Background: an optimization exercise with open tools, aiming at small area, a short achievable clock period and few clock cycles per item. Do not read the settings as production practice. Function was checked by simulation only, so behaviour that the tests miss may differ from the original.

==> build 53: inputs <==
==> flow/design.v (excerpt) <==
module dsha_miner(
		input wire clk,
		input wire rst,
		input wire [255:0] midstate,
		input wire [95:0] tail,
		input wire [31:0] start_nonce,
		output reg out_valid,
		output reg [31:0] out_nonce,
		output reg [255:0] out_hash
	);
==> flow/config.mk <==
export PLATFORM = sky130hd
export DESIGN_NAME = dsha_miner
export DESIGN_NICKNAME = dsha_miner
export VERILOG_FILES = /design/flow/design.v
export SDC_FILE = /design/flow/constraint.sdc
export NUM_CORES = 8
export LEC_CHECK = 0
export ABC_AREA = 1
export CAP_MARGIN = 30
export CORE_MARGIN = 2
export CORE_UTILIZATION = 42
export SLEW_MARGIN = 30
==> flow/constraint.sdc <==
create_clock -name core_clock -period 12.0 [get_ports {clk}]
set_input_delay 2.4000 -clock core_clock [delete_from_list [all_inputs] [get_ports {clk}]]
set_output_delay 2.4000 -clock core_clock [all_outputs]
set_load 0.01 [all_outputs]
standard.sh (not shown) runs the stock make flow with config.mk's settings and CLKGATE_MAP_FILE= SYNTH_SCRIPT=/design/flow/synth_recipe.tcl, a recipe that flattens the netlist after the stock synthesis.
==> flow/flow/run.sh <==
#!/bin/bash
# Layout flow: the standard flow (standard.sh), with
#  - synthesis that leaves the adders to ABC (no full/half-adder cells) and
#    maps with ABC's mapper at a 2.5 ns delay target, then its gate sizing,
#  - timing repair aimed below the SDC period (the SDC is unchanged), on the
#    worst paths only,
#  - output flip-flops (and buffers between them and the port buffers) moved
#    next to their port buffers after global
#    placement (flow/place_outputs.tcl),
#  - larger clock-tree sink clusters and no dummy clock loads,
#  - more rounds of antenna repair after detailed routing.
# Each step's output goes to a log file of its own in this folder.
set -euo pipefail
rm -rf scripts_local
cp -r "$FLOW_HOME/scripts" scripts_local
printf 'strash\ndch\nmap -D 2500\ntopo\nstime -c\nbuffer -c\nupsize -c\ndnsize -c\n' > scripts_local/abc_area.script
export SCRIPTS_DIR=$PWD/scripts_local
export ADDER_MAP_FILE=
bash standard.sh synth > log_synth.txt 2>&1
export SETUP_SLACK_MARGIN=7.5
export TNS_END_PERCENT=0
export POST_GLOBAL_PLACE_TCL=$PWD/flow/place_outputs.tcl
export CTS_ARGS="-sink_clustering_enable -repair_clock_nets -dont_use_dummy_load -sink_clustering_size 25 -sink_clustering_max_diameter 90"
export MAX_REPAIR_ANTENNAS_ITER_DRT=12
bash standard.sh floorplan > log_floorplan.txt 2>&1
bash standard.sh place > log_place.txt 2>&1
bash standard.sh cts > log_cts.txt 2>&1
bash standard.sh route > log_route.txt 2>&1
bash standard.sh finish > log_finish.txt 2>&1
Other scripts of this flow, unchanged in this note and not shown: flow/flow/place_outputs.tcl
==> inputs of trial 4, as changes to build 53 <==
--- a/flow/design.v
+++ b/flow/design.v
@@ -64,16 +64,17 @@
 	reg [31:0] a16, b16, c16, d16, e16, f16, g16, h16;
 	reg [31:0] W16_0, W16_1, W16_2, W16_3, W16_4, W16_5, W16_6, W16_7, W16_8, W16_9, W16_10, W16_11, W16_12, W16_13, W16_14, W16_15;
 	reg [2:0] q16;
 	reg [255:0] mid;
 	reg [95:0] tl;
 	reg go;   
 	reg [31:0] nonce, ononce;
 	reg [4:0] fill;
+	reg t_last, t_second;   
 	always @(posedge clk) begin
 		mid <= midstate;
 		tl <= tail;
 	end
 	reg [31:0] s0_kw;
 	always @(*) begin
 		case (q0[1:0])
 			2'd0: s0_kw = 32'h428a2f98;
@@ -1059,16 +1060,18 @@
 	wire [31:0] s15_ws_s = s15_ws_p ^ s15_ws_ci;
 	wire [31:0] s15_ws_cc = (s15_ws_p & s15_ws_ci) | (~s15_ws_p & ({W15_14[16:0], W15_14[31:17]} ^ {W15_14[18:0], W15_14[31:19]} ^ {10'b0, W15_14[31:10]}));
 	wire [31:0] s15_ws_c = {s15_ws_cc[30:0], 1'b0};
 	wire [31:0] s15_nw = s15_ws_s + s15_ws_c;
 	always @(posedge clk) begin
 		a16 <= s15_na; b16 <= a15; c16 <= b15; d16 <= c15;
 		e16 <= s15_ne; f16 <= e15; g16 <= f15; h16 <= g15;
 		q16 <= q15;
+		t_last <= (q15[1:0] == 2'd3);
+		t_second <= q15[2];
 		W16_0 <= W15_1;
 		W16_1 <= W15_2;
 		W16_2 <= W15_3;
 		W16_3 <= W15_4;
 		W16_4 <= W15_5;
 		W16_5 <= W15_6;
 		W16_6 <= W15_7;
 		W16_7 <= W15_8;
@@ -1085,18 +1088,18 @@
 	assign st[0] = a16;
 	assign st[1] = b16;
 	assign st[2] = c16;
 	assign st[3] = d16;
 	assign st[4] = e16;
 	assign st[5] = f16;
 	assign st[6] = g16;
 	assign st[7] = h16;
-	wire last = (q16[1:0] == 2'd3);   
-	wire second = q16[2];   
+	wire last = t_last;   
+	wire second = t_second;   
 	wire [31:0] hs[0:7];
 	genvar gi;
 	generate for (gi = 0; gi < 8; gi = gi + 1) begin: g_add
 		wire [255:0] iv = {32'h5be0cd19, 32'h1f83d9ab, 32'h9b05688c, 32'h510e527f, 32'ha54ff53a, 32'h3c6ef372, 32'hbb67ae85, 32'h6a09e667};
 		assign hs[gi] = st[gi] + (second ? iv[32*gi +: 32] : mid[32*gi +: 32]);
 	end endgenerate
 	wire full = (fill == 5'd17);
 	wire done = full & last & second;   
==> flow/flow/run.sh (replaced) <==
#!/bin/bash
# Layout flow: the standard flow (standard.sh), with
#  - synthesis that leaves the adders to ABC (no full/half-adder cells) and
#    maps with ABC's mapper at a 2.5 ns delay target, then its gate sizing,
#  - timing repair aimed below the SDC period (the SDC is unchanged), on the
#    worst paths only,
#  - global-routing capacity reductions set per layer (flow/fastroute.tcl),
#  - output flip-flops (and buffers between them and the port buffers) moved
#    next to their port buffers after global
#    placement (flow/place_outputs.tcl),
#  - larger clock-tree sink clusters and no dummy clock loads,
#  - more rounds of antenna repair after detailed routing.
# Each step's output goes to a log file of its own in this folder.
set -euo pipefail
rm -rf scripts_local
cp -r "$FLOW_HOME/scripts" scripts_local
printf 'strash\ndch\nmap -D 2500\ntopo\nstime -c\nbuffer -c\nupsize -c\ndnsize -c\n' > scripts_local/abc_area.script
export SCRIPTS_DIR=$PWD/scripts_local
export ADDER_MAP_FILE=
bash standard.sh synth > log_synth.txt 2>&1
export SETUP_SLACK_MARGIN=7.5
export TNS_END_PERCENT=0
export FASTROUTE_TCL=$PWD/flow/fastroute.tcl
export POST_GLOBAL_PLACE_TCL=$PWD/flow/place_outputs.tcl
export CTS_ARGS="-sink_clustering_enable -repair_clock_nets -dont_use_dummy_load -sink_clustering_size 25 -sink_clustering_max_diameter 90"
export MAX_REPAIR_ANTENNAS_ITER_DRT=12
bash standard.sh floorplan > log_floorplan.txt 2>&1
bash standard.sh place > log_place.txt 2>&1
bash standard.sh cts > log_cts.txt 2>&1
bash standard.sh route > log_route.txt 2>&1
bash standard.sh finish > log_finish.txt 2>&1
==> flow/flow/fastroute.tcl (new file) <==
# Global-routing layer setup: the platform's layers, with a larger capacity
# reduction on met1 (kept mostly for pin access) and a smaller one on the
# upper layers, so that global routing of this dense design converges and
# leaves met1 lightly used for detailed routing.
set_global_routing_layer_adjustment met1 0.5
set_global_routing_layer_adjustment met2 0.1
set_global_routing_layer_adjustment met3 0.1
set_global_routing_layer_adjustment met4 0.1
set_global_routing_layer_adjustment met5 0.1

set_routing_layers -clock $::env(MIN_CLK_ROUTING_LAYER)-$::env(MAX_ROUTING_LAYER)
set_routing_layers -signal $::env(MIN_ROUTING_LAYER)-$::env(MAX_ROUTING_LAYER)
==> flow/config.mk (replaced) <==
export PLATFORM = sky130hd
export DESIGN_NAME = dsha_miner
export DESIGN_NICKNAME = dsha_miner
export VERILOG_FILES = /design/flow/design.v
export SDC_FILE = /design/flow/constraint.sdc
export NUM_CORES = 8
export LEC_CHECK = 0
export ABC_AREA = 1
export CAP_MARGIN = 30
export CORE_MARGIN = 2
export CORE_UTILIZATION = 34
export SLEW_MARGIN = 30
==> inputs of build 26, as changes to build 53 <==
==> flow/flow/run.sh (replaced) <==
#!/bin/bash
# Layout flow: the standard flow (standard.sh), with
#  - synthesis that leaves the adders to ABC (no full/half-adder cells) and
#    maps with ABC's mapper at a 2.5 ns delay target, then its gate sizing,
#  - timing repair aimed below the SDC period (the SDC is unchanged), on the
#    worst paths only,
#  - global-routing capacity reductions set per layer (flow/fastroute.tcl),
#  - output flip-flops (and buffers between them and the port buffers) moved
#    next to their port buffers after global
#    placement (flow/place_outputs.tcl),
#  - larger clock-tree sink clusters and no dummy clock loads,
#  - more rounds of antenna repair after detailed routing.
# Each step's output goes to a log file of its own in this folder.
set -euo pipefail
rm -rf scripts_local
cp -r "$FLOW_HOME/scripts" scripts_local
printf 'strash\ndch\nmap -D 2500\ntopo\nstime -c\nbuffer -c\nupsize -c\ndnsize -c\n' > scripts_local/abc_area.script
export SCRIPTS_DIR=$PWD/scripts_local
export ADDER_MAP_FILE=
bash standard.sh synth > log_synth.txt 2>&1
export SETUP_SLACK_MARGIN=7.5
export TNS_END_PERCENT=0
export FASTROUTE_TCL=$PWD/flow/fastroute.tcl
export POST_GLOBAL_PLACE_TCL=$PWD/flow/place_outputs.tcl
export CTS_ARGS="-sink_clustering_enable -repair_clock_nets -dont_use_dummy_load -sink_clustering_size 25 -sink_clustering_max_diameter 90"
export MAX_REPAIR_ANTENNAS_ITER_DRT=12
bash standard.sh floorplan > log_floorplan.txt 2>&1
bash standard.sh place > log_place.txt 2>&1
bash standard.sh cts > log_cts.txt 2>&1
bash standard.sh route > log_route.txt 2>&1
bash standard.sh finish > log_finish.txt 2>&1
==> flow/flow/fastroute.tcl (new file) <==
# Global-routing layer setup: the platform's layers, with a larger capacity
# reduction on met1 (kept mostly for pin access) and a smaller one on the
# upper layers, so that global routing of this dense design converges and
# leaves met1 lightly used for detailed routing.
set_global_routing_layer_adjustment met1 0.5
set_global_routing_layer_adjustment met2 0.1
set_global_routing_layer_adjustment met3 0.1
set_global_routing_layer_adjustment met4 0.1
set_global_routing_layer_adjustment met5 0.1

set_routing_layers -clock $::env(MIN_CLK_ROUTING_LAYER)-$::env(MAX_ROUTING_LAYER)
set_routing_layers -signal $::env(MIN_ROUTING_LAYER)-$::env(MAX_ROUTING_LAYER)
==> flow/config.mk (replaced) <==
export PLATFORM = sky130hd
export DESIGN_NAME = dsha_miner
export DESIGN_NICKNAME = dsha_miner
export VERILOG_FILES = /design/flow/design.v
export SDC_FILE = /design/flow/constraint.sdc
export NUM_CORES = 8
export LEC_CHECK = 0
export ABC_AREA = 1
export CAP_MARGIN = 30
export CORE_MARGIN = 2
export CORE_UTILIZATION = 38
export SLEW_MARGIN = 30
==> comparison table <==
|  | trial 4 | build 26 | build 53 |
|---|---|---|---|
| Data required, critical path | 13.26 ns | 13.23 ns | 13.18 ns |
| End of the worst register-to-register path | a10[28]$_DFF_P_ | W0_4[30]$_SDFF_PP0_ | W0_4[18]$_SDFF_PP0_ |
| Number of well taps | 22,600 | 20,200 | 18,100 |
| CP arrival | 6.26 ns | 6.37 ns | 6.24 ns |
| Worst slew margin relative to its limit | 0.144 | 0.141 | 0.0428 |
| Run status | no timing/DRC/antenna violations | no timing/DRC/antenna violations | no timing/DRC/antenna violations |
| Initial antenna violation count | 1,135 | 911 | 1,084 |
| Maximum number of pins on one net before global-route repair | 91 | 96 | 105 |
| Total of cells resized after clock tree synthesis | 2,609 | 1,331 | 1,028 |
| Met2 layer usage reported by global route | 0.599 | 0.585 | 0.626 |
| Worst Max-Slew Pin Slew | 1.28 ns | 1.29 ns | 1.43 ns |
Testbench counts of build 53, summed over its fixed seeds: cycles 67,520, items 8,192.
Testbench counts of trial 4, summed over its fixed seeds: cycles 67,520, items 8,192.
Testbench counts of build 26, summed over its fixed seeds: cycles 67,520, items 8,192.

-- what the ideal ports hide --
In the flow no input, the clock included, has a driving cell. The finished layouts below were timed again as built, in two steps. Step 1 sets driving cells, clkbuf_16 on the clock port and buf_2 on the other inputs (assumed; they add their load-dependent delay and slew). Step 2 adds t to the input delays and takes it off the output delays; t is the mean of the earliest and latest rising clock arrival at the registers after step 1. Input paths then give back, and output paths get back, about the clock's delay inside the block. a / b / c = ideal / step 1 / step 2; a / b = the first two.
run	t, ns	setup slack, ns	worst setup path after step 2	latest minus earliest clock arrival (ns)	pins driven straight from the clock port
build 53	1.468	6.936 / 6.871 / 6.936	register to register	0.156 / 0.157	1
trial 4	1.544	6.997 / 6.970 / 6.997	register to register	0.247 / 0.247	1
build 26	1.484	6.868 / 6.868 / 6.868	register to register	0.193 / 0.193	1
After both steps every run listed still meets setup and hold.
